Background: an optimization exercise with open tools, aiming at small area, a short achievable clock period and few clock cycles. Do not read the settings as production practice.
RTL that was checked went through simulation tests only; none was proved equivalent to the original.
Only the layout flow was run in runs 1 and 2; the RTL was not checked for function there.
Power is estimated from default activity; no workload was simulated.

**flow/config.mk**
```make
export PLATFORM = sky130hd
export DESIGN_NAME = pipeline_top
export DESIGN_NICKNAME = pipeline_top
export VERILOG_FILES = /design/flow/design.v
export SDC_FILE = /design/flow/constraint.sdc
export NUM_CORES = 8
export LEC_CHECK = 0
export CAP_MARGIN = 20
export CORE_MARGIN = 2
export CORE_UTILIZATION = 40
export SETUP_SLACK_MARGIN = 4.8
export SLEW_MARGIN = 20
export SYNTH_HIERARCHICAL = 1
```
**flow/constraint.sdc**
```tcl
create_clock -name core_clock -period 8.0 [get_ports {clk}]
set_input_delay 1.6000 -clock core_clock [delete_from_list [all_inputs] [get_ports {clk}]]
set_output_delay 1.6000 -clock core_clock [all_outputs]
set_load 0.01 [all_outputs]
```
**flow/design.v**
```verilog
module opsel (e_a, e_b, e_t, w_res, x_res, res,
              a_w, a_x, a_e, b_w, b_wi, b_x, b_xi, b_e, b_ei, b_t, c_w, c_x, c_e,
              a, b, c, sd);
    input  [31:0] e_a, e_b;      
    input  [31:0] e_t;           
    input  [31:0] w_res;         
    input  [31:0] x_res;         
    input  [31:0] res;           
    input         a_w, a_x, a_e;                        
    input         b_w, b_wi, b_x, b_xi, b_e, b_ei, b_t;  
    input         c_w, c_x, c_e;                        
    output [31:0] a, b;          
    output [31:0] c;             
    output [31:0] sd;            
    assign a  = ({32{a_w}} & w_res) | ({32{a_x}} & x_res) | ({32{a_e}} & e_a);
    assign b  = ({32{b_w}} & w_res) | ({32{b_wi}} & ~w_res) |
                ({32{b_x}} & x_res) | ({32{b_xi}} & ~x_res) |
                ({32{b_e}} & e_b)   | ({32{b_ei}} & ~e_b)   | ({32{b_t}} & e_t);
    assign c  = ({32{c_w}} & w_res) | ({32{c_x}} & x_res) | ({32{c_e}} & e_b);
    assign sd = ({32{c_w}} & res)   | ({32{c_x}} & x_res) | ({32{c_e}} & e_b);
endmodule
module alu (a, b, cin, fn, y);
    input  [31:0] a, b;          
    input         cin;           
    input  [1:0]  fn;            
    output [31:0] y;
    wire [32:0] sum_x = {a, cin} + {b, cin};
    wire [31:0] sum   = sum_x[32:1];
    reg [31:0] r;
    always @(*) begin
        case (fn)
            2'd0: r = sum;
            2'd1: r = {31'b0, sum[31]};
            2'd2: r = a | b;
            default: r = a & b;
        endcase
    end
    assign y = r;
endmodule
module cmp (a, c, eq);
    input  [31:0] a, c;
    output        eq;
    assign eq = (a == c);
endmodule
module PC_Adder (pc, imm, pc_br, pc_4);
    input  [31:0] pc;
    input  [12:0] imm;           
    output [31:0] pc_br, pc_4;
    wire [18:0] hi     = pc[31:13];
    wire [18:0] hi_inc = hi + 19'd1;
    wire [18:0] hi_dec = hi - 19'd1;
    wire [13:0] lo = {1'b0, pc[12:0]} + {1'b0, imm};
    wire        c  = lo[13];
    wire        s  = imm[12];
    assign pc_br = {(c & ~s) ? hi_inc : (~c & s) ? hi_dec : hi, lo[12:0]};
    wire [11:0] lo4 = {1'b0, pc[12:2]} + 12'd1;
    assign pc_4 = {lo4[11] ? hi_inc : hi, lo4[10:0], pc[1:0]};
endmodule
module register_file (clk, rst, we, wa, wd, ra1, ra2, rd1, rd2);
    input clk, rst;
    input we;                    
    input [4:0] wa, ra1, ra2;
    input [31:0] wd;
    output [31:0] rd1, rd2;
    reg  [31:1] vld;
    wire [32*32-1:0] q;          
    assign q[31:0] = 32'b0;
    genvar i;
    generate
        for (i = 1; i < 32; i = i + 1) begin : g_reg
            reg [31:0] r;
            wire wsel = we & (wa == i);
            always @(posedge clk or negedge rst) begin
                if (!rst)
                    vld[i] <= 1'b0;
                else if (wsel)
                    vld[i] <= 1'b1;
            end
            always @(posedge clk) begin
                if (wsel)
                    r <= wd;
            end
            assign q[32*i +: 32] = r;
        end
    endgenerate
    wire [31:1] s1, s2;
    generate
        for (i = 1; i < 32; i = i + 1) begin : g_sel
            assign s1[i] = vld[i] & (ra1 == i);
            assign s2[i] = vld[i] & (ra2 == i);
        end
    endgenerate
    genvar b;
    generate
        for (b = 0; b < 32; b = b + 1) begin : g_rd
            wire [31:1] d;
            for (i = 1; i < 32; i = i + 1) begin : g_d
                assign d[i] = q[32*i + b];
            end
            rf_read_bit u_rd1 (.s(s1), .d(d), .o(rd1[b]));
            rf_read_bit u_rd2 (.s(s2), .d(d), .o(rd2[b]));
        end
    endgenerate
endmodule
module rf_read_bit (s, d, o);
    input  [31:1] s, d;
    output o;
    assign o = |(s & d);
endmodule
module pipeline_top (clk, rst, imem_addr, imem_rdata, dmem_addr, dmem_wdata, dmem_we, dmem_rdata);
    input clk, rst;
    output [31:0] imem_addr;
    input  [31:0] imem_rdata;
    output [31:0] dmem_addr;
    output [31:0] dmem_wdata;
    output        dmem_we;
    input  [31:0] dmem_rdata;
    reg [31:0] pc;
    reg        e_wen, e_st, e_br;    
    reg        e_hz;                 
    reg        a_w, a_x, a_e;        
    reg        b_w, b_wi, b_x, b_xi, b_e, b_ei, b_t;
    reg        c_w, c_x, c_e;
    reg        e_ld, e_sub;
    reg [1:0]  e_fn;                 
    reg [4:0]  e_rd;
    reg [31:0] e_a, e_b;             
    reg [31:0] e_t;                  
    reg        w_wen, w_st, w_ld;    
    reg [4:0]  w_rd;
    reg [31:0] w_res, w_wd;          
    reg [31:0] x_res;
    wire [31:0] res = w_ld ? dmem_rdata : w_res;
    assign dmem_addr  = w_res;
    assign dmem_wdata = w_wd;
    assign dmem_we    = w_st;
    wire stall = w_ld & e_hz;
    wire [31:0] a, b, c, sd, alu;
    wire        eq;
    opsel u_opsel (
        .e_a(e_a), .e_b(e_b), .e_t(e_t), .w_res(w_res), .x_res(x_res), .res(res),
        .a_w(a_w), .a_x(a_x), .a_e(a_e),
        .b_w(b_w), .b_wi(b_wi), .b_x(b_x), .b_xi(b_xi), .b_e(b_e), .b_ei(b_ei), .b_t(b_t),
        .c_w(c_w), .c_x(c_x), .c_e(c_e),
        .a(a), .b(b), .c(c), .sd(sd)
    );
    alu u_alu (.a(a), .b(b), .cin(e_sub), .fn(e_fn), .y(alu));
    cmp u_cmp (.a(a), .c(c), .eq(eq));
    wire taken = e_br & eq & ~stall;
    wire [31:0] ins = imem_rdata;
    wire [6:0]  op  = ins[6:0];
    wire [2:0]  f3  = ins[14:12];
    wire [4:0]  rs1 = ins[19:15];
    wire [4:0]  rs2 = ins[24:20];
    wire [4:0]  rd  = ins[11:7];
    wire is_r  = (op == 7'b0110011);
    wire is_lw = (op == 7'b0000011);
    wire is_sw = (op == 7'b0100011);
    wire is_br = (op == 7'b1100011);
    wire jmp   = is_br & (rs1 == rs2);      
    wire [31:0] immI = {{20{ins[31]}}, ins[31:20]};
    wire [31:0] immS = {{20{ins[31]}}, ins[31:25], ins[11:7]};
    wire [12:0] immB = {ins[31], ins[7], ins[30:25], ins[11:8], 1'b0};
    wire [31:0] pc_br, pc_4;
    PC_Adder u_pc_add (.pc(pc), .imm(immB), .pc_br(pc_br), .pc_4(pc_4));
    wire [31:0] rf1, rf2;
    register_file u_rf (
        .clk(clk), .rst(rst),
        .we(w_wen), .wa(w_rd), .wd(res),
        .ra1(rs1), .ra2(rs2), .rd1(rf1), .rd2(rf2)
    );
    wire m1 = e_wen && (e_rd == rs1);
    wire m2 = e_wen && (e_rd == rs2);
    wire n1 = w_wen && (w_rd == rs1);
    wire n2 = w_wen && (w_rd == rs2);
    wire sub = is_r & (((f3 == 3'b000) & ins[30]) | (f3 == 3'b010));
    wire [1:0] fn = !is_r          ? 2'd0 :
                    (f3 == 3'b010) ? 2'd1 :
                    (f3 == 3'b110) ? 2'd2 :
                    (f3 == 3'b111) ? 2'd3 : 2'd0;
    wire [31:0] t_next = is_br ? pc_br : is_sw ? immS : immI;
    wire br   = is_br & ~jmp;               
    wire use1 = is_r | is_lw | is_sw | br;
    wire sa_w = m1;
    wire sa_x = ~m1 & n1;
    wire sa_e = ~m1 & ~n1;
    wire sb_w = m2;
    wire sb_x = ~m2 & n2;
    wire sb_e = ~m2 & ~n2;
    always @(posedge clk or negedge rst) begin
        if (!rst) begin
            pc    <= 32'b0;
            e_wen <= 1'b0;
            e_st  <= 1'b0;
            e_br  <= 1'b0;
            e_hz  <= 1'b0;
            w_wen <= 1'b0;
            w_st  <= 1'b0;
            w_ld  <= 1'b0;
        end else begin
            if (!stall) begin
                pc    <= taken ? e_t : (jmp ? pc_br : pc_4);
                e_wen <= ~taken & (is_r | is_lw) & (rd != 5'd0);
                e_st  <= ~taken & is_sw;
                e_br  <= ~taken & br;
                e_hz  <= ~taken & ((m1 & use1) | (m2 & (is_r | br)));
            end
            w_wen <= e_wen & ~stall;
            w_st  <= e_st & ~stall;
            w_ld  <= e_ld & ~stall;
        end
    end
    always @(posedge clk) begin
        if (!stall) begin
            a_w   <= sa_w;
            a_x   <= sa_x;
            a_e   <= sa_e;
            b_w   <= is_r & sb_w & ~sub;
            b_wi  <= is_r & sb_w & sub;
            b_x   <= is_r & sb_x & ~sub;
            b_xi  <= is_r & sb_x & sub;
            b_e   <= is_r & sb_e & ~sub;
            b_ei  <= is_r & sb_e & sub;
            b_t   <= ~is_r;
            c_w   <= sb_w;
            c_x   <= sb_x;
            c_e   <= sb_e;
            e_ld  <= is_lw;
            e_sub <= sub;
            e_fn  <= fn;
            e_rd  <= rd;
            e_a   <= rf1;
            e_b   <= rf2;
            e_t   <= t_next;
            x_res <= res;
        end
        w_res <= stall ? dmem_rdata : alu;
        w_rd  <= e_rd;
        w_wd  <= sd;
    end
    assign imem_addr = pc;
endmodule
```
**flow/flow/run.sh**
```bash
#!/bin/bash
# Layout flow: the standard flow, except for synthesis, where ABC maps
# the operand selection, the ALU, the branch comparison, the register-file
# read slices and the fetch-address adders each
# on its own with a delay-driven script, and ORFS's full-adder extraction is
# off (see synth_custom.tcl). Everything after synthesis is standard.sh
# unchanged. Each step's output goes to a log file here.
set -euo pipefail
W=$PWD
export FAST_MODULES="opsel:400 alu:1200 cmp:500 rf_read_bit:600 PC_Adder:1000"
make -C "$FLOW_HOME" DESIGN_CONFIG="$FLOW_CONFIG" WORK_HOME="$W/orfs" CLKGATE_MAP_FILE= \
    SYNTH_SCRIPT="$W/flow/synth_custom.tcl" ADDER_MAP_FILE= synth \
    > "$W/run_synth.log" 2>&1
bash "$W/standard.sh" finish > "$W/run_layout.log" 2>&1
```
**flow/flow/synth_custom.tcl**
```tcl
set ::custom_synth_file [info script]
# The standard flow's synthesis (synth_recipe.tcl), except that ABC maps each module named
# in FAST_MODULES (entries NAME:DELAY_PS) with a delay-driven script aiming at
# that delay; the rest of the design is mapped as ORFS does.
proc synth {args} { yosys synth -nofsm -noshare {*}$args }

proc abc {args} {
  set i [lsearch -exact $args -script]
  set sel "*"
  foreach entry $::env(FAST_MODULES) {
    lassign [split $entry :] m d
    set script [file join $::env(OBJECTS_DIR) abc_fast_$m.script]
    set fp [open $script w]
    puts $fp "strash\ndch\nmap -D $d\ntopo\nbuffer -c\nupsize -c -D $d\ndnsize -c -D $d"
    close $fp
    puts "custom abc: module $m mapped for a delay of $d ps"
    yosys abc {*}[lreplace $args [expr {$i + 1}] [expr {$i + 1}] $script] $m
    append sel " $m %d"
  }
  yosys abc {*}$args {*}$sel
}
source $::env(SCRIPTS_DIR)/synth.tcl
# left out here: clear keep_hierarchy, flatten, clean up, hide names made inside functions, write 1_2_yosys.v
```
**flow/standard.sh**
```bash
#!/bin/bash
# synth_recipe.tcl (not shown) runs the flow's synth.tcl, then flattens the netlist and writes it again
# the make line also repeats each setting of config.mk as NAME=value (left out here)
make -C /OpenROAD-flow-scripts/flow DESIGN_CONFIG=/design/flow/config.mk WORK_HOME=/design/flow/orfs CLKGATE_MAP_FILE= SYNTH_SCRIPT=/design/flow/synth_recipe.tcl "${@:-finish}"
```
==> results.py, run 1 <==
metrics = {
    "run_status": {
        "outcome": "timing/DRC/antenna clean",
    },
    "logic_synthesis": {
        "synth_area_leader_cell": "edfxtp_1",
        "netlist_area_before_placement_mm2": 0.05930,
        "part_of_the_yosys_area_used_for_sequential_elements_pct": 63.11,
        "postSynthCellCount": 4864,
        "synth_top_cell_area_share_pct": 57.83,
        "post_synth_edffs": 1142,
        "synth_area_per_cell_um2": 12.19,
        "yosys_most_used_dff": "edfxtp_1",
        "netlist-cell-type-count": 93,
        "ys_seq_elements": 1281,
        "yosys_warnings": 9,
        "synth_top_cells_by_area": "edfxtp_1 58%, a22oi_1 9.0%, nand2_1 4.2%",
        "postSynth.asyncResetShare_pct": 5.464,
    },
    "floorplan": {
        "chipHeight_um": 389.0,
        "rows": 141,
        "io-pin-count": 163,
        "fp.dieW_um": 389.0,
        "initial_core_util_pct": 40.21,
        "placeableCoreArea_mm2": 0.1475,
        "die_area_mm2": 0.1514,
    },
    "sta": {
        "finClkSkew_ns": 0.02943,
        "achievable-frequency_mhz": 308.0,
        "finalWorstPathRequiredPeriod_ns": 3.246,
        "fin_setup_tns_ns": 0,
        "final.period_utilization_pct": 40.58,
        "worst_max_slew_pin_slew_ns": 1.140,
        "slew_violations": 0,
        "hold_viol_final": 0,
        "grt_setup_unrepaired": "true",
        "setup_viol": 0,
        "slew_headroom_pct": 23.94,
    },
    "clocking": {
        "maximum_level_of_the_cts_h_tree": 4,
        "cts_tree": "built",
        "clkSlewWorstSetupHoldPaths_ns": 0.06,
        "buffers_from_clock_root_to_sink_at_most": 3,
        "cts_made_buffers": 142,
        "clock_sink_count": 1281,
        "clkLatencyLatePin_ns": 0.79,
        "cts_root_buf": "clkbuf_16",
    },
    "placement": {
        "placement.io_buffers": 162,
        "instance_area_after_placement_mm2": 0.06388,
        "final_hpwl_dp_mm": 143.1,
        "place.gp.congestion": 0.9489,
    },
    "grt": {
        "total_overflow_reported_by_the_global_router": 0,
        "first_global_vias": 45171,
        "grt_usage_pct": 29.82,
        "grt_pass1_wl_mm": 327.1,
        "grt_antenna_before_repair": 6,
        "largest_net_degree_at_the_start_of_global_routing": 76,
    },
    "layout": {
        "register_area_mm2": 0.03751,
        "fin_util_pct": 47.43,
        "drive_above_1_share_pct": 14.71,
        "multi_input_area_mm2": 0.02151,
        "design_area_mm2": 0.06995,
        "fillers": 13119,
        "final_net_count": 5291,
        "synthToLayoutAreaGrowth_pct": 17.96,
    },
    "pwr": {
        "power.leakage_nw": 24.80,
        "powerDensity_mw_per_mm2": 226.0,
        "power.total_mw": 15.81,
        "worst_ir_drop_vdd_mv": 0.2351,
    },
    "setup_path": {
        "worstPathMaxFanout": 32,
        "critical_path_class": "input port to flip-flop",
        "start_kind": "input port",
        "required_time_of_the_critical_path_ns": 8.40,
        "cp.arrival_ns": 3.65,
        "setup.worst_path.end_class": "flip-flop",
    },
    "flow_run": {
        "max-cap-violations": 0,
    },
    "min_path": {
        "hold_class": "flip-flop to flip-flop",
    },
    "detailed_routing": {
        "vias_after_detailed_routing": 48560,
        "routedWlPerCell_um": 32.28,
        "detail-route-antenna-nets": 0,
        "vias_per_cell": 6.673,
        "drt_first_iter_violations": 7440,
        "drt_wl_total_mm": 234.9,
        "detail_route.drc_violations": 0,
        "drt-pass1-iter-count": 6,
    },
}
## cell type report
class                   instances  share of cell area (%)
inverters                     215                   1.250
repair inverters                2                 0.04650
flip-flops and latches       1281                   53.62
well taps                    1930                   3.452
clock buffers                 184                   5.455
diodes                          5                 0.01789
clock inverters                77                   1.234
multi-input cells            3260                   30.74
repair buffers                323                   4.178
## cells in the final DEF (no fill, tap or decap), drive strengths merged, types with 10 or more instances in the layout
cell type	count
mux2	38
a22o	192
bufinv	16
xor2	51
clkdlybuf4s50	44
o21ai	79
or2	10
clkbuf	190
nor3	20
nand2	692
a22oi	711
nand3	120
a21oi	186
nand4	261
a211oi	64
clkinv	52
o221ai	27
and3	70
inv	220
dfxtp	69
nor2	340
mux2i	37
and2	12
buf	166
a31oi	12
nor4	11
o21bai	36
dlygate4sd2	91
dfrtp	70
a221oi	130
o22ai	28
edfxtp	1142
o211ai	20
a21o	24
## Yosys stat by module, one instance, submodules excluded
module         cells inside  cell area [µm²]
opsel                   589             2793
rf_read_bit              21            152.6
cmp                     140            614.3
PC_Adder                368             2052
pipeline_top            676             9488
register_file          1202            31670
alu                     545             2918
## worst max-delay path, cell delays in order
cell and delay [ns]:
clkdlybuf4s18_2 0.34, nor3b_1 0.25, and3_1 0.21, buf_4 0.30, a22o_1 0.33, a211oi_1 0.24, nand4_1 0.36
## cell usage after synthesis, types with 11 or more instances
master and number:
inv_1 193, inv_2 19, edfxtp_1 1142, a221oi_1 130
a21o_1 23, mux2i_1 37, mux2_2 32, o21bai_1 33
nor2_1 299, a22o_1 192, a31oi_1 11, o21ai_0 39
buf_2 51, nor2_2 30, nand2_2 17, dfrtp_1 70
a21oi_1 179, dfxtp_1 69, a211oi_1 64, clkbuf_1 37
a22oi_1 711, o21ai_1 36, xor2_1 51, nand3_1 109
buf_6 13, nor3_1 16, o221ai_1 17, o211ai_1 14
o22ai_1 28, and2_1 11, nand2_1 668, and3_1 70
nand4_1 259
## flip-flops by register name, summed over array words and instances (netlist names), 2 cells and up
| signal | flops |
|---|---|
| w_res | 32 |
| w_rd | 5 |
| e_a | 32 |
| x_res | 32 |
| pc | 32 |
| e_t | 32 |
| w_wd | 32 |
| e_b | 32 |
| u_rf.g.r | 992 |
| e_rd | 5 |
| u_rf.vld | 31 |
| e_fn | 2 |
## path summary, 6_finish.rpt
kind	start	to	slack [ns]	cells past startpoint
max	imem_rdata[15]	e_a[30]	4.75	7
min reg2reg	e_ld	w_ld	0.45	1
max in group asynchronous	rst	pc[27]	6.13	2
min in group asynchronous	rst	w_st	0.71	1
max reg2reg	b_ei	w_res[0]	4.84	16
min	e_ld	w_ld	0.45	1
## cells by family after synthesis
logic type             count (synthesis)  share of synthesized area, %
other                                  1                      0.006323
AO/OA/AOI/OAI                       1539                         19.44
XOR/XNOR                              60                        0.9093
flip-flops                          1281                         63.11
multiplexers                          75                         1.346
buffers and inverters                330                         2.449
AND/OR/NAND/NOR                     1578                         12.74
## timing repair
action,4_1_cts,5_1_grt
setup endpoints to repair,331,170
buffers inserted,25,16
endpoints found under the hold margin,0,0
cloned,4,4
resized for setup,336,147
hold buffers,0,0
pin swaps,12,26
## power by group
| part | switching (mW) | internal [mW] |
|---|---|---|
| clock network | 2.78 | 3.85 |
| registers | 0.177 | 7.45 |
| logic | 1.01 | 0.543 |
## metal layers
layer  wire length [µm]  track usage [%]  vias to the layer above
li1                   -                -                    20194
met1              90100            40.58                    24143
met2             102100            44.42                     3615
met3              29930            7.423                      604
met4              12730            14.72                        4
met5                 26                0                        -
## stage by stage
stage / setup slack (ns) / hold WS [ns] / std cells
after CTS: 4.788 / 0.4531 / 7252
after global placement: 3.047 / 0.4327 / 6962
final: 4.754 / 0.4523 / 7277
after floorplan: 4.771 / 0.4075 / 4865
after global routing: 4.709 / 0.4724 / 7272
after detailed placement: 3.014 / 0.4346 / 6962
==> run 2, diff against run 1 <==
--- a/flow/flow/run.sh
+++ b/flow/flow/run.sh
@@ -4,5 +4,6 @@
 # read slices and the fetch-address adders each
 # on its own with a delay-driven script, and ORFS's full-adder extraction is
-# off (see synth_custom.tcl). Everything after synthesis is standard.sh
+# off (see synth_custom.tcl); and the ports are buffered with buf_2 cells
+# (the standard flow picks a delay cell). Everything else is standard.sh
 # unchanged. Each step's output goes to a log file here.
 set -euo pipefail
@@ -12,3 +13,3 @@
     SYNTH_SCRIPT="$W/flow/synth_custom.tcl" ADDER_MAP_FILE= synth \
     > "$W/run_synth.log" 2>&1
-bash "$W/standard.sh" finish > "$W/run_layout.log" 2>&1
+bash "$W/standard.sh" BUFFER_PORTS_ARGS="-buffer_cell sky130_fd_sc_hd__buf_2" finish > "$W/run_layout.log" 2>&1
--- a/flow/config.mk
+++ b/flow/config.mk
@@ -9,4 +9,6 @@
 export CORE_MARGIN = 2
 export CORE_UTILIZATION = 40
+export CTS_CLUSTER_DIAMETER = 80
+export CTS_CLUSTER_SIZE = 30
 export SETUP_SLACK_MARGIN = 4.8
 export SLEW_MARGIN = 20
==> results.py, run 2 <==
metrics = {
    "floorplan": {
        "placeableCoreArea_mm2": 0.1475,
        "io-pin-count": 163,
        "initial_core_util_pct": 40.21,
        "chipHeight_um": 389.0,
        "rows": 141,
        "die_area_mm2": 0.1514,
        "fp.dieW_um": 389.0,
    },
    "setup_path": {
        "required_time_of_the_critical_path_ns": 8.46,
        "timing.rr.end": "w_res[21]",
        "start_kind": "input port",
        "setup.worst_path.start": "imem_rdata[23]",
        "reg2reg_depth": 18,
        "timing.reg2reg.setup_slack_ns": 4.78,
        "r2r-start": "b_xi",
        "critical_path_class": "input port to flip-flop",
        "cp.arrival_ns": 3.71,
        "setup.worst_path.end_class": "flip-flop",
        "worstPathMaxFanout": 32,
    },
    "logic_synthesis": {
        "yosys_most_used_dff": "edfxtp_1",
        "synth_area_per_cell_um2": 12.19,
        "ys_seq_elements": 1281,
        "synth_top_cells_by_area": "edfxtp_1 58%, a22oi_1 9.0%, nand2_1 4.2%",
        "netlist_area_before_placement_mm2": 0.05930,
        "part_of_the_yosys_area_used_for_sequential_elements_pct": 63.11,
        "postSynthCellCount": 4864,
        "synth.top_cells.by_count": "1142 x edfxtp_1, 711 x a22oi_1, 668 x nand2_1",
        "yosys_warnings": 9,
        "synth_top_cell_area_share_pct": 57.83,
        "netlist-cell-type-count": 93,
        "synth_area_leader_cell": "edfxtp_1",
        "postSynth.asyncResetShare_pct": 5.464,
        "synthMostInstantiatedCell": "edfxtp_1",
        "post_synth_edffs": 1142,
    },
    "flow_run": {
        "max-cap-violations": 0,
    },
    "grt": {
        "largest_net_degree_at_the_start_of_global_routing": 99,
        "grt_pass1_wl_mm": 329.3,
        "first_global_vias": 44981,
        "total_overflow_reported_by_the_global_router": 0,
        "grt_usage_pct": 30.13,
        "grt_antenna_before_repair": 15,
    },
    "sta": {
        "worst_max_slew_pin_slew_ns": 1.201,
        "final.period_utilization_pct": 40.55,
        "grt_setup_unrepaired": "true",
        "finClkSkew_ns": 0.06858,
        "slew_headroom_pct": 19.85,
        "slew_violations": 0,
        "setup_viol": 0,
        "fin_setup_tns_ns": 0,
        "hold_viol_final": 0,
        "finalWorstPathRequiredPeriod_ns": 3.244,
        "achievable-frequency_mhz": 308.3,
    },
    "layout": {
        "final_net_count": 5202,
        "drive_above_1_share_pct": 15.02,
        "fillers": 13309,
        "mostFrequentLayoutCells": "1142 x edfxtp_1, 711 x a22oi_1, 641 x nand2_1, 259 x nand4_1, 209 x nor2_1",
        "layout_commonest_cell": "edfxtp_1",
        "registers.top_by_ff_count": "u_rf.g.r",
        "flip_flop_count_of_the_largest_register_after_layout": 992,
        "synthToLayoutAreaGrowth_pct": 12.55,
    },
    "pwr": {
        "worst_ir_drop_vdd_mv": 0.1490,
        "intPower_mw": 9.789,
        "power.leakage_nw": 23.42,
        "powerDensity_mw_per_mm2": 201.2,
        "power.total_mw": 13.43,
        "sequentialPowerShare_pct": 56.9,
        "pwr-share-clk_pct": 32.9,
        "switchingPower_mw": 3.640,
        "comb_power_share_pct": 10.1,
        "sw_frac_of_total_pct": 27.10,
    },
    "clocking": {
        "post_cts_hold_buffer_count": 0,
        "maximum_level_of_the_cts_h_tree": 3,
        "buffers_from_clock_root_to_sink_at_most": 3,
        "clkLatencyLatePin_ns": 0.75,
        "cts_tree": "built",
        "clock_sink_count": 1281,
        "clkSlewWorstSetupHoldPaths_ns": 0.10,
        "cts_root_buf": "clkbuf_16",
        "cts_made_buffers": 71,
    },
    "run_status": {
        "outcome": "timing/DRC/antenna clean",
    },
    "detailed_routing": {
        "vias_per_cell": 6.758,
        "drt_first_iter_violations": 7360,
        "routedWlPerCell_um": 33.30,
        "detail_route.drc_violations": 0,
        "detail-route-antenna-nets": 0,
        "vias_after_detailed_routing": 48138,
        "drt-pass1-iter-count": 8,
        "drt_wl_total_mm": 237.2,
    },
    "min_path": {
        "hold_class": "flip-flop to flip-flop",
        "worst_hold_path.endpoint": "w_ld",
        "min-delay-start": "e_ld",
        "whs_path_depth": 1,
    },
    "placement": {
        "place.gp.congestion": 0.9363,
        "placement.io_buffers": 162,
        "final_hpwl_dp_mm": 143.0,
    },
}
==> run 2: cell counts after synthesis <==
No cell type changed its count.
==> run 2: worst max-delay path, cell delays in order <==
cell and delay, ns:
buf_2 0.27, and3b_1 0.27, and3_1 0.20, buf_4 0.31, a22o_1 0.29, a221oi_1 0.53
nand4_1 0.19
==> run 2: power groups by stage <==
stage	clock [mW]	sequential [mW]	combinational (mW)
global placement	0	7.79	1.23
CTS	4.46	7.64	1.26
global route	4.68	7.66	1.47
finish	4.42	7.65	1.36
floorplan	0	7.73	0.820
detailed placement	0	7.79	1.24
==> run 2: how the worst max path moves through the flow <==
stage | to | cells past startpoint
6_report | e_b[0] | 7
5_1_grt | w_res[21] | 17
4_1_cts | e_b[25] | 8
3_5_place_dp | e_b[20] | 6
3_3_place_gp | e_b[20] | 6
2_1_floorplan | e_t[20] | 12
==> run 2: cell type report <==
class,count,area [µm²],area share [%]
flip-flops and latches,1281,37430,56.07
clock buffers,77,1842,2.760
multi-input cells,3259,21410,32.08
inverters,215,869.6,1.303
clock inverters,48,683.2,1.024
well taps,1930,2415,3.618
diodes,5,12.51,0.01875
repair buffers,305,2042,3.059
repair inverters,3,41.29,0.06186
==> run 2: cell families (layout without fill, tap and decap cells) <==
kind of cell,Yosys count,count (layout),synth area share (%)
other,1,7,0.006323
muxes,75,75,1.346
and+or+nand+nor,1578,1583,12.74
buffers and inverters,330,648,2.449
AOI/OAI and AO/OA,1539,1539,19.44
xor gates and xnor gates,60,60,0.9093
DFF,1281,1281,63.11
==> run 2: routing by layer <==
metal / wire, µm / vias up / GRT usage [%]
met5: 27 / - / 0
met4: 13030 / 4 / 14.20
met3: 28740 / 589 / 6.666
met2: 105700 / 3576 / 46.42
met1: 89720 / 24037 / 40.50
li1: - / 19932 / -
==> run 2: what timing repair did <==
action                                  CTS  global route
buffers inserted                          4            23
cloned                                    2             6
resized for setup                        55           162
endpoints found under the setup margin  133           122
pin swaps                                 4            32
==> run 2: metrics by stage <==
| stage | setup WS [ns] | instances | hold slack [ns] | cell area, µm² | utilization [%] |
|---|---|---|---|---|---|
| after floorplan | 4.771 | 4865 | 0.4075 | 59340 | - |
| after global placement | 3.654 | 6958 | 0.4421 | 63050 | 42.75 |
| after detailed placement | 3.591 | 6958 | 0.4476 | 63050 | 42.75 |
| after CTS | 4.806 | 7089 | 0.4719 | 65850 | 44.65 |
| after global routing | 4.664 | 7118 | 0.5070 | 66730 | 45.25 |
| final | 4.756 | 7123 | 0.4664 | 66740 | 45.25 |
==> run 2: modules after synthesis, one instance, submodules excluded <==
module	area [µm²]	times used	cells inside	flip-flops and latches
rf_read_bit	152.6	64	21	0
opsel	2793	1	589	0
pipeline_top	9488	1	676	258
register_file	31670	1	1202	1023
cmp	614.3	1	140	0
PC_Adder	2052	1	368	0
alu	2918	1	545	0
==> run 3, diff against run 2 <==
--- a/flow/design.v
+++ b/flow/design.v
@@ -118,5 +118,4 @@
     reg [31:0] pc;
     reg        e_wen, e_st, e_br;    
-    reg        e_hz;                 
     reg        a_w, a_x, a_e;        
     reg        b_w, b_wi, b_x, b_xi, b_e, b_ei, b_t;
@@ -127,5 +126,6 @@
     reg [31:0] e_a, e_b;             
     reg [31:0] e_t;                  
-    reg        w_wen, w_st, w_ld;    
+    reg        w_wen, w_st;          
+    reg        w_ld;
     reg [4:0]  w_rd;
     reg [31:0] w_res, w_wd;          
@@ -135,5 +135,4 @@
     assign dmem_wdata = w_wd;
     assign dmem_we    = w_st;
-    wire stall = w_ld & e_hz;
     wire [31:0] a, b, c, sd, alu;
     wire        eq;
@@ -147,5 +146,5 @@
     alu u_alu (.a(a), .b(b), .cin(e_sub), .fn(e_fn), .y(alu));
     cmp u_cmp (.a(a), .c(c), .eq(eq));
-    wire taken = e_br & eq & ~stall;
+    wire taken = e_br & eq;
     wire [31:0] ins = imem_rdata;
     wire [6:0]  op  = ins[6:0];
@@ -188,4 +187,5 @@
     wire sb_x = ~m2 & n2;
     wire sb_e = ~m2 & ~n2;
+    wire stall = e_ld & ((m1 & use1) | (m2 & (is_r | br)));
     always @(posedge clk or negedge rst) begin
         if (!rst) begin
@@ -194,46 +194,40 @@
             e_st  <= 1'b0;
             e_br  <= 1'b0;
-            e_hz  <= 1'b0;
             w_wen <= 1'b0;
             w_st  <= 1'b0;
-            w_ld  <= 1'b0;
         end else begin
-            if (!stall) begin
-                pc    <= taken ? e_t : (jmp ? pc_br : pc_4);
-                e_wen <= ~taken & (is_r | is_lw) & (rd != 5'd0);
-                e_st  <= ~taken & is_sw;
-                e_br  <= ~taken & br;
-                e_hz  <= ~taken & ((m1 & use1) | (m2 & (is_r | br)));
-            end
-            w_wen <= e_wen & ~stall;
-            w_st  <= e_st & ~stall;
-            w_ld  <= e_ld & ~stall;
+            if (!stall)
+                pc <= taken ? e_t : (jmp ? pc_br : pc_4);
+            e_wen <= ~taken & ~stall & (is_r | is_lw) & (rd != 5'd0);
+            e_st  <= ~taken & ~stall & is_sw;
+            e_br  <= ~taken & ~stall & br;
+            w_wen <= e_wen;
+            w_st  <= e_st;
         end
     end
     always @(posedge clk) begin
-        if (!stall) begin
-            a_w   <= sa_w;
-            a_x   <= sa_x;
-            a_e   <= sa_e;
-            b_w   <= is_r & sb_w & ~sub;
-            b_wi  <= is_r & sb_w & sub;
-            b_x   <= is_r & sb_x & ~sub;
-            b_xi  <= is_r & sb_x & sub;
-            b_e   <= is_r & sb_e & ~sub;
-            b_ei  <= is_r & sb_e & sub;
-            b_t   <= ~is_r;
-            c_w   <= sb_w;
-            c_x   <= sb_x;
-            c_e   <= sb_e;
-            e_ld  <= is_lw;
-            e_sub <= sub;
-            e_fn  <= fn;
-            e_rd  <= rd;
-            e_a   <= rf1;
-            e_b   <= rf2;
-            e_t   <= t_next;
-            x_res <= res;
-        end
-        w_res <= stall ? dmem_rdata : alu;
+        a_w   <= sa_w;
+        a_x   <= sa_x;
+        a_e   <= sa_e;
+        b_w   <= is_r & sb_w & ~sub;
+        b_wi  <= is_r & sb_w & sub;
+        b_x   <= is_r & sb_x & ~sub;
+        b_xi  <= is_r & sb_x & sub;
+        b_e   <= is_r & sb_e & ~sub;
+        b_ei  <= is_r & sb_e & sub;
+        b_t   <= ~is_r;
+        c_w   <= sb_w;
+        c_x   <= sb_x;
+        c_e   <= sb_e;
+        e_ld  <= is_lw & ~stall;
+        e_sub <= sub;
+        e_fn  <= fn;
+        e_rd  <= rd;
+        e_a   <= rf1;
+        e_b   <= rf2;
+        e_t   <= t_next;
+        x_res <= res;
+        w_ld  <= e_ld;
+        w_res <= alu;
         w_rd  <= e_rd;
         w_wd  <= sd;
--- a/flow/config.mk
+++ b/flow/config.mk
@@ -11,5 +11,5 @@
 export CTS_CLUSTER_DIAMETER = 80
 export CTS_CLUSTER_SIZE = 30
-export SETUP_SLACK_MARGIN = 4.8
+export SETUP_SLACK_MARGIN = 4.95
 export SLEW_MARGIN = 20
 export SYNTH_HIERARCHICAL = 1
==> results.py, run 3 <==
metrics = {
    "layout": {
        "drive_above_1_share_pct": 16.62,
        "mostFrequentLayoutCells": "992 x edfxtp_1, 702 x a22oi_1, 554 x nand2_1, 259 x nand4_1, 245 x nor2_1",
        "final_net_count": 5112,
        "synthToLayoutAreaGrowth_pct": 13.58,
        "fillers": 12813,
        "registers.top_by_ff_count": "u_rf.g.r",
        "flip_flop_count_of_the_largest_register_after_layout": 992,
        "layout_commonest_cell": "edfxtp_1",
        "fin_cells": 7003,
    },
    "sta": {
        "achievable-frequency_mhz": 320.0,
        "hold_viol_final": 0,
        "post-route-worst-setup-slack_ns": 4.875,
        "final.hold.worst_slack_ns": 0.3584,
        "fin_setup_tns_ns": 0,
        "worst_max_slew_pin_slew_ns": 0.9908,
        "finClkSkew_ns": 0.04252,
        "setup_viol": 0,
        "slew_headroom_pct": 33.87,
        "slew_violations": 0,
        "finalWorstPathRequiredPeriod_ns": 3.125,
        "grt_setup_unrepaired": "true",
        "final.period_utilization_pct": 39.06,
    },
    "min_path": {
        "hold_class": "flip-flop to flip-flop",
    },
    "detailed_routing": {
        "detail-route-antenna-nets": 0,
        "drt_wl_total_mm": 222.0,
        "routedWlPerCell_um": 31.71,
        "vias_per_cell": 6.573,
        "detail_route.drc_violations": 0,
        "drt-pass1-iter-count": 8,
        "drt_first_iter_violations": 7219,
        "vias_after_detailed_routing": 46034,
    },
    "clocking": {
        "cts_made_buffers": 66,
        "maximum_level_of_the_cts_h_tree": 3,
        "cts_root_buf": "clkbuf_16",
        "clkSlewWorstSetupHoldPaths_ns": 0.10,
        "cts_tree": "built",
        "clock_sink_count": 1280,
        "buffers_from_clock_root_to_sink_at_most": 3,
        "clkLatencyLatePin_ns": 0.73,
    },
    "floorplan": {
        "die_area_mm2": 0.1468,
        "placeableCoreArea_mm2": 0.1431,
        "initial_core_util_pct": 40.17,
        "io-pin-count": 163,
        "fp.dieW_um": 383.1,
        "rows": 139,
        "chipHeight_um": 383.1,
    },
    "pwr": {
        "worst_ir_drop_vdd_mv": 0.2349,
        "power.total_mw": 13.11,
        "powerDensity_mw_per_mm2": 200.8,
        "power.leakage_nw": 22.94,
    },
    "setup_path": {
        "slowest_delay_ns": 0.28,
        "critical_path_class": "input port to flip-flop",
        "cp_cell_sequence": "buf_6 -> or2_4 -> nand2_4 -> nor2_4 -> nand2_2 -> nand2_2 -> a21oi_4 -> buf_12 -> nand3_4 -> buf_12 -> o211ai_1 -> o311ai_2 -> mux2i_1 -> a21oi_1 -> mux2_4",
        "required_time_of_the_critical_path_ns": 8.59,
        "worstPathBufferInverterCount": 3,
        "cp.arrival_ns": 3.71,
        "setup.worst_path.end_class": "flip-flop",
        "critical-path-top-delay-family": "compound AO/OA/AOI/OAI gates",
        "start_kind": "input port",
        "worstPathMaxFanout": 7,
        "critical-path-slowest-cell": "mux2_4",
    },
    "logic_synthesis": {
        "part_of_the_yosys_area_used_for_sequential_elements_pct": 62.43,
        "synth_top_cells_by_area": "edfxtp_1 52%, a22oi_1 9.2%, dfxtp_1 7.7%",
        "synth_area_leader_cell": "edfxtp_1",
        "synth_area_per_cell_um2": 12.09,
        "postSynthCellCount": 4755,
        "netlist_area_before_placement_mm2": 0.05749,
        "ys_seq_elements": 1280,
        "post_synth_edffs": 992,
        "yosys_warnings": 9,
        "yosys_most_used_dff": "edfxtp_1",
        "postSynth.asyncResetShare_pct": 5.313,
        "synth_top_cell_area_share_pct": 51.81,
        "netlist-cell-type-count": 93,
        "synth.top_cells.by_count": "992 x edfxtp_1, 705 x a22oi_1, 569 x nand2_1",
        "synthMostInstantiatedCell": "edfxtp_1",
    },
    "grt": {
        "total_overflow_reported_by_the_global_router": 0,
        "largest_net_degree_at_the_start_of_global_routing": 69,
        "grt_antenna_before_repair": 5,
        "grt_pass1_wl_mm": 310.8,
        "grt_usage_pct": 29.19,
        "first_global_vias": 43486,
    },
    "placement": {
        "place.gp.congestion": 0.9528,
        "placement.io_buffers": 162,
        "detailedPlace.worstSlack_ns": 3.528,
        "final_hpwl_dp_mm": 134.5,
        "place_inst": 6835,
    },
    "flow_run": {
        "max-cap-violations": 0,
    },
    "run_status": {
        "outcome": "timing/DRC/antenna clean",
    },
}
## run 3: cell types whose count changed in the layout (fill, tap and decap cells not counted), moves of 21 or more
cell	before	now
edfxtp_1	1142	992
dfxtp_1	69	188
nand2_1	641	554
nor2_1	209	245
dfxtp_2	0	27
o22ai_1	26	2
mux2_4	0	21
## run 3: Yosys stat by module (local to each module, per instance), a selection
module        cells inside  times used
pipeline_top           567           1
alu                    545           1
opsel                  589           1
PC_Adder               368           1
cmp                    140           1
rf_read_bit             21          64
## run 3: final cells by class
| cell class | instances | area [µm²] | share of cell area, % |
|---|---|---|---|
| multi-input combinational | 3161 | 21330 | 32.66 |
| inverter | 215 | 849.6 | 1.301 |
| clock inverter | 40 | 584.3 | 0.8948 |
| antenna | 4 | 10.01 | 0.01533 |
| timing repair buffer | 322 | 2464 | 3.773 |
| tap | 1903 | 2381 | 3.646 |
| sequential | 1280 | 35960 | 55.06 |
| clock buffer | 78 | 1728 | 2.646 |
## run 3: what timing repair did
item,in CTS,in global routing
gates cloned,2,2
endpoints found under the setup margin,148,108
gates resized for setup,133,159
setup buffers,15,26
hold buffers,0,0
pin swaps,15,52
## run 3: metal layers
metal	routed length [µm]	global-route usage (%)	share of wire, %	vias up
li1	-	-	-	19436
met2	98910	45.19	45	3245
met5	13	0	0.0059	-
met1	83870	38.22	38	22813
met3	24940	5.716	11	538
met4	14310	16.77	6.4	2
## run 3: final timing paths
| path | startpoint | end | slack (ns) | cells past startpoint |
|---|---|---|---|---|
| worst max-delay path | imem_rdata[27] | pc[27] | 4.88 | 15 |
| worst min-delay path | e_st | w_st | 0.36 | 0 |
| worst max register to register | b_ei | w_res[21] | 5.07 | 15 |
| worst min register to register | e_st | w_st | 0.36 | 0 |
| max in group asynchronous | rst | pc[15] | 6.50 | 2 |
| min in group asynchronous | rst | w_st | 0.84 | 1 |
## run 3: cells by family after synthesis
group | share of synthesized area [%]
simple gates | 12.68
compound gates | 19.51
flops | 62.43
buf+inv | 2.466
mux | 2.015
xor+xnor | 0.8923
other cells | 0.006522
## run 3: power breakdown
part           switching [mW]  total, mW  internal [mW]
logic                   0.901       1.47          0.565
registers               0.188       7.47           7.28
clock network            2.42       4.18           1.76
## run 3: metrics by stage
step / instance area (µm²) / util [%]
floorplan: 57710 / -
global placement: 61410 / 42.91
detailed placement: 61410 / 42.91
CTS: 64330 / 44.94
global route: 65290 / 45.62
finish: 65300 / 45.62
Testbench counts of run 3, summed over its fixed seeds: cycles 15,181.
==> run 4, diff against run 3 <==
--- a/flow/config.mk
+++ b/flow/config.mk
@@ -11,5 +11,5 @@
 export CTS_CLUSTER_DIAMETER = 80
 export CTS_CLUSTER_SIZE = 30
-export SETUP_SLACK_MARGIN = 4.95
+export SETUP_SLACK_MARGIN = 4.8
 export SLEW_MARGIN = 20
 export SYNTH_HIERARCHICAL = 1
==> results.py, run 4 <==
metrics = {
    "run_status": {
        "outcome": "timing/DRC/antenna clean",
    },
    "setup_path": {
        "start_kind": "flip-flop",
        "setup.worst_path.end_class": "output pin",
        "cp.arrival_ns": 1.62,
        "critical-path-slowest-cell": "dfxtp_1",
        "worstPathMaxFanout": 6,
        "worstPathBufferInverterCount": 1,
        "critical_path_class": "flip-flop to output pin",
        "critical-path-top-delay-family": "flip-flops",
        "cp_cell_sequence": "buf_2",
        "slowest_delay_ns": 0.67,
        "required_time_of_the_critical_path_ns": 6.40,
    },
    "logic_synthesis": {
        "yosys_warnings": 9,
        "adder_cell_fraction_of_synth_area_pct": 0,
        "synth.area.mux_share_pct": 2.015,
        "ys_seq_elements": 1280,
        "synthMostInstantiatedCell": "edfxtp_1",
        "yosys_most_used_dff": "edfxtp_1",
        "synth.top_cells.by_count": "992 x edfxtp_1, 705 x a22oi_1, 569 x nand2_1",
        "netlist_area_before_placement_mm2": 0.05749,
        "synth_area_per_cell_um2": 12.09,
        "synth_area_leader_cell": "edfxtp_1",
        "synth-compound-area-share_pct": 19.51,
        "part_of_the_yosys_area_used_for_sequential_elements_pct": 62.43,
        "synth_top_cells_by_area": "edfxtp_1 52%, a22oi_1 9.2%, dfxtp_1 7.7%",
        "synth_xor_area_share_pct": 0.8923,
        "postSynth.asyncResetShare_pct": 5.313,
        "synth_top_family_by_area": "compound AO/OA/AOI/OAI gates",
        "postSynthCellCount": 4755,
        "netlist-cell-type-count": 93,
        "synth_top_cell_area_share_pct": 51.81,
        "synth-simple-area-share_pct": 12.68,
        "post_synth_edffs": 992,
    },
    "sta": {
        "finalWorstPathRequiredPeriod_ns": 3.222,
        "worst_max_slew_pin_slew_ns": 1.058,
        "achievable-frequency_mhz": 310.3,
        "hold_viol_final": 0,
        "grt_setup_unrepaired": "true",
        "final.hold.worst_slack_ns": 0.3661,
        "setup_viol": 0,
        "finClkSkew_ns": 0.04820,
        "slew_headroom_pct": 29.37,
        "final.period_utilization_pct": 40.28,
        "post-route-worst-setup-slack_ns": 4.778,
        "slew_violations": 0,
        "fin_setup_tns_ns": 0,
    },
    "detailed_routing": {
        "vias_after_detailed_routing": 45552,
        "detail-route-antenna-nets": 0,
        "detail_route.drc_violations": 0,
        "drt_wl_total_mm": 217.7,
        "vias_per_cell": 6.516,
        "drt-pass1-iter-count": 8,
        "routedWlPerCell_um": 31.14,
        "drt_first_iter_violations": 6977,
    },
    "clocking": {
        "clock_sink_count": 1280,
        "maximum_level_of_the_cts_h_tree": 3,
        "cts_root_buf": "clkbuf_16",
        "clkSlewWorstSetupHoldPaths_ns": 0.09,
        "clkLatencyLatePin_ns": 0.73,
        "cts_made_buffers": 67,
        "buffers_from_clock_root_to_sink_at_most": 3,
        "cts_tree": "built",
    },
    "min_path": {
        "hold_class": "flip-flop to flip-flop",
    },
    "floorplan": {
        "die_area_mm2": 0.1468,
        "placeableCoreArea_mm2": 0.1431,
        "fp.dieW_um": 383.1,
        "chipHeight_um": 383.1,
        "initial_core_util_pct": 40.17,
        "io-pin-count": 163,
        "rows": 139,
    },
    "grt": {
        "first_global_vias": 42985,
        "grt_pass1_wl_mm": 305.9,
        "grt_antenna_before_repair": 6,
        "grt_usage_pct": 28.70,
        "largest_net_degree_at_the_start_of_global_routing": 69,
        "total_overflow_reported_by_the_global_router": 0,
    },
    "placement": {
        "detailedPlace.worstSlack_ns": 3.532,
        "instance_area_after_placement_mm2": 0.06142,
        "place_inst": 6841,
        "placement.io_buffers": 162,
        "final_hpwl_dp_mm": 136.4,
        "place.gp.congestion": 0.9848,
    },
    "layout": {
        "flip_flop_count_of_the_largest_register_after_layout": 992,
        "layout_commonest_cell": "edfxtp_1",
        "drive_above_1_share_pct": 14.77,
        "mostFrequentLayoutCells": "992 x edfxtp_1, 705 x a22oi_1, 559 x nand2_1, 259 x nand4_1, 252 x nor2_1",
        "final_net_count": 5099,
        "fin_util_pct": 45.02,
        "registers.top_by_ff_count": "u_rf.g.r",
        "synthToLayoutAreaGrowth_pct": 12.09,
        "fin_cells": 6991,
        "design_area_mm2": 0.06445,
    },
    "flow_run": {
        "max-cap-violations": 0,
    },
    "pwr": {
        "powerDensity_mw_per_mm2": 202.0,
        "power.leakage_nw": 22.64,
        "power.total_mw": 13.02,
        "worst_ir_drop_vdd_mv": 0.1989,
    },
}
-- run 4: cell types whose count changed in the layout (fill, tap and decap cells not counted), moves of 9 or more --
cell	previous run	this run
buf_4	109	135
buf_12	16	6
dfxtp_1	188	216
dfxtp_2	27	4
buf_8	9	0
buf_6	31	12
nor2_4	67	56
-- run 4: worst paths after layout --
check	from	to	cells after the start	slack, ns
min	e_st	w_st	0	0.37
max in group asynchronous	rst	pc[31]	2	6.51
min reg2reg	e_st	w_st	0	0.37
max	w_res[27]	dmem_addr[27]	1	4.78
min in group asynchronous	rst	w_st	1	0.87
max reg2reg	b_x	w_res[21]	13	4.94
-- run 4: area by class of cell --
type                       count  area, µm²
tap                         1903       2381
antenna                        2      5.005
multi-input combinational   3158      20870
timing repair buffer         311       2088
fill                       12866      78690
inverter                     215      823.3
clock buffer                  80       1789
clock inverter                42      591.8
sequential                  1280      35900
-- run 4: logic make-up after synthesis --
logic type,count (synthesis)
buffers and inverters,319
XOR/XNOR,57
other,1
flip-flops,1280
AND/OR/NAND/NOR,1511
multiplexers,107
AO/OA/AOI/OAI,1480
-- run 4: what timing repair did --
item,CTS,global route
buffers inserted,2,21
hold buffers,0,0
pin swaps,2,14
gates cloned,1,1
gates resized for setup,47,71
endpoints found under the setup margin,101,94
-- run 4: modules after synthesis (local to each module, per instance) --
module	flip-flops and latches	copies in the design
PC_Adder	0	1
pipeline_top	257	1
rf_read_bit	0	64
cmp	0	1
register_file	1023	1
opsel	0	1
alu	0	1
-- run 4: report_power, final --
group / total (mW) / switching [mW] / internal, mW
Sequential: 7.47 / 0.191 / 7.28
Combinational: 1.32 / 0.829 / 0.492
Clock: 4.23 / 2.46 / 1.77
Total: 13.0 / 3.48 / 9.54
-- run 4: layer usage --
metal	vias to the layer above	GRT usage [%]	share of wire [%]
li1	19421	-	-
met1	22529	37.74	38
met2	3060	44.35	44
met3	540	5.487	11
met4	2	16.51	6.4
met5	-	0	0.0060
==> run 5, diff against run 4 <==
==> flow/flow/run.sh (replaced) <==
#!/bin/bash
# Layout flow: the standard flow, except for synthesis, where ABC maps
# the operand selection, the ALU, the branch comparison, the register-file
# read slices and the fetch-address adders each
# on its own with a delay-driven script, ORFS's full-adder extraction is off,
# and the register-file read slice is the gate-level netlist in
# rf_read_bit_cells.v (see synth_custom.tcl); and the ports are buffered with buf_2 cells
# (the standard flow picks a delay cell). Everything else is standard.sh
# unchanged. Each step's output goes to a log file here.
set -euo pipefail
W=$PWD
export FAST_MODULES="opsel:400 alu:1200 cmp:500 rf_read_bit:600 PC_Adder:1000"
export GATE_MODULES="rf_read_bit:rf_read_bit_cells.v"
make -C "$FLOW_HOME" DESIGN_CONFIG="$FLOW_CONFIG" WORK_HOME="$W/orfs" CLKGATE_MAP_FILE= \
    SYNTH_SCRIPT="$W/flow/synth_custom.tcl" ADDER_MAP_FILE= synth \
    > "$W/run_synth.log" 2>&1
bash "$W/standard.sh" BUFFER_PORTS_ARGS="-buffer_cell sky130_fd_sc_hd__buf_2" finish > "$W/run_layout.log" 2>&1
==> flow/flow/rf_read_bit_cells.v (new file) <==
// Gate-level rf_read_bit (o = |(s & d)) used by the layout flow in place of
// ABC's mapping: ten a222oi and a nand2 for the 31 select/data pairs, then
// a nand4-nand4-nand3 / nor3 / inverter tree.
module rf_read_bit (s, d, o);
    input  [31:1] s, d;
    output o;
    wire [10:0] t;
    wire [2:0] u;
    wire on;
    sky130_fd_sc_hd__a222oi_1 g_t0 (.A1(s[1]), .A2(d[1]), .B1(s[2]), .B2(d[2]), .C1(s[3]), .C2(d[3]), .Y(t[0]));
    sky130_fd_sc_hd__a222oi_1 g_t1 (.A1(s[4]), .A2(d[4]), .B1(s[5]), .B2(d[5]), .C1(s[6]), .C2(d[6]), .Y(t[1]));
    sky130_fd_sc_hd__a222oi_1 g_t2 (.A1(s[7]), .A2(d[7]), .B1(s[8]), .B2(d[8]), .C1(s[9]), .C2(d[9]), .Y(t[2]));
    sky130_fd_sc_hd__a222oi_1 g_t3 (.A1(s[10]), .A2(d[10]), .B1(s[11]), .B2(d[11]), .C1(s[12]), .C2(d[12]), .Y(t[3]));
    sky130_fd_sc_hd__a222oi_1 g_t4 (.A1(s[13]), .A2(d[13]), .B1(s[14]), .B2(d[14]), .C1(s[15]), .C2(d[15]), .Y(t[4]));
    sky130_fd_sc_hd__a222oi_1 g_t5 (.A1(s[16]), .A2(d[16]), .B1(s[17]), .B2(d[17]), .C1(s[18]), .C2(d[18]), .Y(t[5]));
    sky130_fd_sc_hd__a222oi_1 g_t6 (.A1(s[19]), .A2(d[19]), .B1(s[20]), .B2(d[20]), .C1(s[21]), .C2(d[21]), .Y(t[6]));
    sky130_fd_sc_hd__a222oi_1 g_t7 (.A1(s[22]), .A2(d[22]), .B1(s[23]), .B2(d[23]), .C1(s[24]), .C2(d[24]), .Y(t[7]));
    sky130_fd_sc_hd__a222oi_1 g_t8 (.A1(s[25]), .A2(d[25]), .B1(s[26]), .B2(d[26]), .C1(s[27]), .C2(d[27]), .Y(t[8]));
    sky130_fd_sc_hd__a222oi_1 g_t9 (.A1(s[28]), .A2(d[28]), .B1(s[29]), .B2(d[29]), .C1(s[30]), .C2(d[30]), .Y(t[9]));
    sky130_fd_sc_hd__nand2_1 g_t10 (.A(s[31]), .B(d[31]), .Y(t[10]));
    sky130_fd_sc_hd__nand4_1 g_u0 (.A(t[0]), .B(t[1]), .C(t[2]), .D(t[3]), .Y(u[0]));
    sky130_fd_sc_hd__nand4_1 g_u1 (.A(t[4]), .B(t[5]), .C(t[6]), .D(t[7]), .Y(u[1]));
    sky130_fd_sc_hd__nand3_1 g_u2 (.A(t[8]), .B(t[9]), .C(t[10]), .Y(u[2]));
    sky130_fd_sc_hd__nor3_1 g_on (.A(u[0]), .B(u[1]), .C(u[2]), .Y(on));
    sky130_fd_sc_hd__inv_1 g_o (.A(on), .Y(o));
endmodule
--- a/flow/flow/synth_custom.tcl
+++ b/flow/flow/synth_custom.tcl
@@ -2,5 +2,7 @@
 # The standard flow's synthesis (synth_recipe.tcl), except that ABC maps each module named
 # in FAST_MODULES (entries NAME:DELAY_PS) with a delay-driven script aiming at
-# that delay; the rest of the design is mapped as ORFS does.
+# that delay, the rest of the design is mapped as ORFS does, and each module
+# named in GATE_MODULES (entries NAME:FILE, FILE beside this script) is then
+# replaced by the gate-level netlist in FILE.
 proc synth {args} { yosys synth -nofsm -noshare {*}$args }
 
@@ -21,3 +23,12 @@
 }
 source $::env(SCRIPTS_DIR)/synth.tcl
+if { [info exists ::env(GATE_MODULES)] } {
+  foreach entry $::env(GATE_MODULES) {
+    lassign [split $entry :] m f
+    puts "custom synthesis: module $m from $f"
+    yosys read_verilog -overwrite [file join [file dirname $::custom_synth_file] $f]
+  }
+  yosys hierarchy -check -top $::env(DESIGN_NAME)
+  yosys tee -o $::env(REPORTS_DIR)/synth_stat_gates.txt stat {*}$lib_args
+}
 # left out here: clear keep_hierarchy, flatten, clean up, hide names made inside functions, write 1_2_yosys.v
==> results.py, run 5 <==
metrics = {
    "setup_path": {
        "critical-path-top-delay-family": "simple AND/OR/NAND/NOR gates",
        "start_kind": "input port",
        "worstPathBufferInverterCount": 3,
        "setup.worst_path.end_class": "flip-flop",
        "cp.depth": 8,
        "timing.rr.end": "pc[15]",
        "cp.arrival_ns": 3.99,
        "reg2reg_depth": 13,
        "critical_path_class": "input port to flip-flop",
        "critical-path-slowest-cell": "a222oi_1",
        "worstPathMaxFanout": 32,
        "slowest_delay_ns": 0.50,
        "setup.worst_path.start": "imem_rdata[24]",
        "r2r-start": "e_b[21]",
        "timing.reg2reg.setup_slack_ns": 4.95,
        "required_time_of_the_critical_path_ns": 8.65,
        "cp_cell_sequence": "buf_4 -> and3b_2 -> and3_1 -> buf_12 -> a222oi_1 -> nand4_1 -> nor3_2 -> inv_1",
    },
    "floorplan": {
        "fp.dieW_um": 378.3,
        "placeableCoreArea_mm2": 0.1394,
        "chipHeight_um": 378.3,
        "initial_core_util_pct": 40.22,
        "die_area_mm2": 0.1431,
        "rows": 137,
        "io-pin-count": 163,
    },
    "sta": {
        "final.period_utilization_pct": 41.73,
        "final.hold.worst_slack_ns": 0.3671,
        "finClkSkew_ns": 0.05894,
        "finalWorstPathRequiredPeriod_ns": 3.338,
        "grt_setup_unrepaired": "true",
        "achievable-frequency_mhz": 299.5,
        "fin_setup_tns_ns": 0,
        "slew_violations": 0,
        "worst_max_slew_pin_slew_ns": 1.022,
        "setup_viol": 0,
        "slew_headroom_pct": 31.78,
        "hold_viol_final": 0,
    },
    "clocking": {
        "maximum_level_of_the_cts_h_tree": 2,
        "cts_root_buf": "clkbuf_16",
        "clkLatencyLatePin_ns": 0.78,
        "buffers_from_clock_root_to_sink_at_most": 3,
        "clock_sink_count": 1280,
        "cts_tree": "built",
        "clkSlewWorstSetupHoldPaths_ns": 0.12,
        "cts_made_buffers": 61,
    },
    "layout": {
        "design_area_mm2": 0.06312,
        "layout_commonest_cell": "edfxtp_1",
        "synthToLayoutAreaGrowth_pct": 12.61,
        "drive_above_1_share_pct": 15.25,
        "registers.top_by_ff_count": "u_rf.g.r",
        "final_net_count": 4768,
        "mostFrequentLayoutCells": "992 x edfxtp_1, 640 x a222oi_1, 563 x nand2_1, 258 x inv_1, 223 x nor2_1",
        "flip_flop_count_of_the_largest_register_after_layout": 992,
    },
    "grt": {
        "grt_antenna_before_repair": 8,
        "largest_net_degree_at_the_start_of_global_routing": 65,
        "grt_pass1_wl_mm": 290.0,
        "total_overflow_reported_by_the_global_router": 0,
        "first_global_vias": 41631,
        "grt_usage_pct": 27.69,
    },
    "detailed_routing": {
        "detail_route.drc_violations": 0,
        "vias_per_cell": 6.676,
        "drt-pass1-iter-count": 17,
        "vias_after_detailed_routing": 44299,
        "drt_wl_total_mm": 207.1,
        "detail-route-antenna-nets": 0,
        "drt_first_iter_violations": 9702,
        "routedWlPerCell_um": 31.21,
    },
    "min_path": {
        "whs_path_depth": 0,
        "min-delay-start": "e_ld",
        "worst_hold_path.endpoint": "w_ld",
        "hold_class": "flip-flop to flip-flop",
    },
    "flow_run": {
        "max-cap-violations": 0,
    },
    "placement": {
        "final_hpwl_dp_mm": 128.1,
        "place.gp.congestion": 0.9911,
        "instance_area_after_placement_mm2": 0.05989,
        "placement.io_buffers": 162,
    },
    "logic_synthesis": {
        "synth_area_per_cell_um2": 12.64,
        "yosys_warnings": 9,
        "netlist_area_before_placement_mm2": 0.05605,
        "postSynthCellCount": 4435,
    },
    "run_status": {
        "outcome": "timing/DRC/antenna clean",
    },
    "pwr": {
        "powerDensity_mw_per_mm2": 205.2,
        "power.leakage_nw": 22.79,
        "worst_ir_drop_vdd_mv": 0.2186,
    },
}
-- run 5: what timing repair did --
| action | 4_1_cts | 5_1_grt |
|---|---|---|
| setup endpoints to repair | 71 | 92 |
| hold buffers | 0 | 0 |
| pin swaps | 9 | 56 |
| buffers inserted | 3 | 21 |
| gates resized for setup | 41 | 115 |
| gates cloned | 1 | 3 |
-- run 5: power breakdown --
part           switching, mW  internal [mW]
Sequential             0.180           7.28
Combinational          0.843          0.510
Clock                   2.39           1.76
Total                   3.41           9.54
-- run 5: worst max path at each step --
stage | end | slack [ns]
global route | pc[21] | 4.65
detailed placement | pc[26] | 3.53
finish | e_b[18] | 4.66
floorplan | pc[20] | 4.60
CTS | e_b[25] | 4.80
global placement | pc[26] | 3.55
-- run 5: area by class of cell --
type,count,area (µm²)
Antenna cell,5,12.51
Clock buffer,81,1612
Clock inverter,35,684.4
Fill cell,12563,76240
Inverter,279,1066
Multi-Input combinational cell,2775,19300
Sequential cell,1280,35900
Tap cell,1876,2347
Timing Repair Buffer,305,2197
-- run 5: routing by layer --
layer	vias up	track usage, %	wire (µm)
li1	18732	-	-
met1	21964	35.93	77440
met2	3120	44.63	95270
met3	473	7.149	26680
met4	10	10.15	7643
met5	-	0	51
-- run 5: through the flow --
stage	utilization [%]	cells	power, mW	setup slack (ns)
global route	45.29	6632	13.34	4.649
detailed placement	42.97	6487	8.768	3.528
global placement	42.97	6487	8.752	3.555
floorplan	-	4436	8.362	4.603
CTS	44.80	6607	12.86	4.802
finish	45.30	6636	12.95	4.662
==> run 6, diff against run 5 <==
--- a/flow/config.mk
+++ b/flow/config.mk
@@ -8,5 +8,5 @@
 export CAP_MARGIN = 20
 export CORE_MARGIN = 2
-export CORE_UTILIZATION = 40
+export CORE_UTILIZATION = 55
 export CTS_CLUSTER_DIAMETER = 80
 export CTS_CLUSTER_SIZE = 30
==> results.py, run 6 <==
metrics = {
    "run_status": {
        "outcome": "timing/DRC/antenna clean",
    },
    "min_path": {
        "hold_class": "flip-flop to flip-flop",
        "whs_path_depth": 0,
    },
    "floorplan": {
        "rows": 117,
        "chipHeight_um": 323.2,
        "io-pin-count": 163,
        "fp.dieW_um": 323.2,
        "placeableCoreArea_mm2": 0.1014,
        "die_area_mm2": 0.1045,
        "initial_core_util_pct": 55.25,
    },
    "layout": {
        "synthToLayoutAreaGrowth_pct": 11.00,
        "multi_input_area_mm2": 0.01929,
        "fin_cells": 6126,
        "flip_flop_count_of_the_largest_register_after_layout": 992,
        "mostFrequentLayoutCells": "992 x edfxtp_1, 640 x a222oi_1, 563 x nand2_1, 258 x inv_1, 223 x nor2_1",
        "layout_commonest_cell": "edfxtp_1",
        "drive_above_1_share_pct": 15.25,
        "fillers": 8070,
        "register_area_mm2": 0.03592,
        "registers.top_by_ff_count": "u_rf.g.r",
        "final_net_count": 4772,
        "fin_util_pct": 61.33,
    },
    "logic_synthesis": {
        "yosys_warnings": 9,
        "netlist_area_before_placement_mm2": 0.05605,
        "postSynthCellCount": 4435,
        "synth_area_per_cell_um2": 12.64,
    },
    "sta": {
        "hold_viol_final": 0,
        "slew_violations": 0,
        "finClkSkew_ns": 0.04419,
        "worst_max_slew_pin_slew_ns": 1.095,
        "final.period_utilization_pct": 41.09,
        "setup_viol": 0,
        "grt_setup_unrepaired": "true",
        "fin_setup_tns_ns": 0,
        "slew_headroom_pct": 26.76,
        "achievable-frequency_mhz": 304.2,
        "finalWorstPathRequiredPeriod_ns": 3.287,
    },
    "pwr": {
        "worst_ir_drop_vdd_mv": 0.2426,
        "powerDensity_mw_per_mm2": 200.6,
        "power.leakage_nw": 22.63,
    },
    "setup_path": {
        "timing.rr.end": "pc[10]",
        "cp_cell_sequence": "buf_6 -> and3b_2 -> buf_6 -> and3_4 -> buf_12 -> buf_12 -> a222oi_1 -> nand4_1 -> nor3_1 -> inv_1",
        "critical_path_class": "input port to flip-flop",
        "cp.arrival_ns": 3.94,
        "reg2reg_depth": 14,
        "required_time_of_the_critical_path_ns": 8.65,
        "timing.reg2reg.setup_slack_ns": 4.91,
        "crit_end": "e_b[5]",
        "critical-path-slowest-cell": "nand4_1",
        "worstPathMaxFanout": 13,
        "r2r-start": "a_x",
        "slowest_delay_ns": 0.44,
        "start_kind": "input port",
        "setup.worst_path.start": "imem_rdata[23]",
        "setup.worst_path.end_class": "flip-flop",
    },
    "placement": {
        "final_hpwl_dp_mm": 135.7,
        "place_inst": 5970,
        "placement.io_buffers": 162,
        "place.gp.congestion": 0.9567,
    },
    "grt": {
        "grt_antenna_before_repair": 12,
        "grt_pass1_wl_mm": 296.6,
        "grt_usage_pct": 39.91,
        "total_overflow_reported_by_the_global_router": 0,
        "largest_net_degree_at_the_start_of_global_routing": 65,
        "first_global_vias": 41326,
    },
    "clocking": {
        "clkLatencyLatePin_ns": 0.75,
        "cts_root_buf": "clkbuf_16",
        "clkSlewWorstSetupHoldPaths_ns": 0.11,
        "buffers_from_clock_root_to_sink_at_most": 3,
        "clock_sink_count": 1280,
        "cts_tree": "built",
        "maximum_level_of_the_cts_h_tree": 2,
        "cts_made_buffers": 57,
    },
    "flow_run": {
        "max-cap-violations": 0,
    },
    "detailed_routing": {
        "vias_after_detailed_routing": 45358,
        "detail-route-antenna-nets": 0,
        "drt_first_iter_violations": 10234,
        "detail_route.drc_violations": 0,
        "drt-pass1-iter-count": 15,
        "routedWlPerCell_um": 35.49,
        "drt_wl_total_mm": 217.4,
        "vias_per_cell": 7.404,
    },
}
## run 6: power breakdown
group | total (mW) | internal (mW) | leakage [nW] | switching (mW)
clock network | 3.71 | 1.45 | 0.908 | 2.25
logic | 1.29 | 0.464 | 10.1 | 0.827
registers | 7.49 | 7.27 | 11.6 | 0.214
total | 12.5 | 9.19 | 22.6 | 3.30
## run 6: how the worst min path moves through the flow
stage            to  startpoint
3_3_place_gp   w_st        e_st
4_1_cts        w_st        e_st
6_report       w_ld        e_ld
5_1_grt        w_ld        e_ld
3_5_place_dp   w_st        e_st
2_1_floorplan  w_st        e_st
## run 6: worst max-delay path, delay by kind of cell
kind,cells,cell delay [ns]
buf+inv,5,0.63
simple gates,4,1.26
compound gates,1,0.40
## run 6: final cells by class
| class | instances | area share [%] |
|---|---|---|
| Antenna cell | 5 | 0.02011 |
| Clock buffer | 81 | 2.453 |
| Clock inverter | 25 | 0.6013 |
| Inverter | 279 | 1.709 |
| Multi-Input combinational cell | 2777 | 31.00 |
| Sequential cell | 1280 | 57.74 |
| Tap cell | 1368 | 2.751 |
| Timing Repair Buffer | 311 | 3.720 |
## run 6: layer usage
metal | GRT usage (%) | wire length (µm) | part of all wire (%) | vias up
met3 | 11.47 | 31680 | 15 | 713
li1 | - | - | - | 18751
met1 | 52.11 | 76120 | 35 | 22149
met2 | 60.94 | 96410 | 44 | 3731
met4 | 20.50 | 13090 | 6.0 | 14
met5 | 0 | 99 | 0.046 | -
## run 6: stage by stage
| step | setup WS, ns | power, mW | hold slack (ns) | cell area, µm² |
|---|---|---|---|---|
| final | 4.713 | 12.48 | 0.3702 | 62220 |
| after global routing | 4.790 | 12.83 | 0.3753 | 62200 |
| after detailed placement | 3.452 | 8.797 | 0.3449 | 59190 |
| after CTS | 4.695 | 12.43 | 0.3684 | 61450 |
| after global placement | 3.497 | 8.795 | 0.3479 | 59190 |
| after floorplan | 4.603 | 8.362 | 0.3312 | 56220 |
## run 6: what timing repair did
item / CTS / global route
pin swaps: 25 / 49
hold buffers: 0 / 0
setup buffers: 7 / 28
cloned: 1 / 9
endpoints found under the setup margin: 108 / 100
gates resized for setup: 68 / 118
endpoints found under the hold margin: 0 / 0

[static timing again, ports no longer ideal]
How much do the figures lean on ideal ports? The routed layouts below were timed once more, with nothing changed but the port constraints. Step 1, drivers: a clkbuf_16 drives clk and a buf_2 each remaining input, both assumed. Step 2, shift: input delay + t, output delay - t, t = (earliest + latest rising clock arrival at the registers) / 2. This alone moves slack from input paths to output paths. Slacks: ideal ports / drivers / drivers and shift; pairs: ideal ports / drivers.
run	t (ns)	setup slack, ns	worst setup path at the end	latest minus earliest clock arrival (ns)	worst register clock-pin slew, ns
run 1	0.858	4.754 / 4.752 / 3.949	input to register	0.032 / 0.032	0.07 / 0.07
run 2	0.784	4.756 / 4.782 / 4.023	input to register	0.070 / 0.071	0.12 / 0.12
run 3	0.791	4.875 / 4.882 / 4.111	input to register	0.046 / 0.046	0.12 / 0.12
run 4	0.778	4.778 / 4.702 / 4.071	input to register	0.053 / 0.053	0.12 / 0.12
run 5	0.824	4.662 / 4.681 / 3.858	input to register	0.071 / 0.071	0.12 / 0.12
run 6	0.801	4.713 / 4.658 / 3.857	input to register	0.048 / 0.047	0.12 / 0.12
After both steps every run listed still meets setup and hold. For run 6, which loses most, drivers alone change the setup slack by -0.055 ns; drivers and shift together by -0.856 ns.
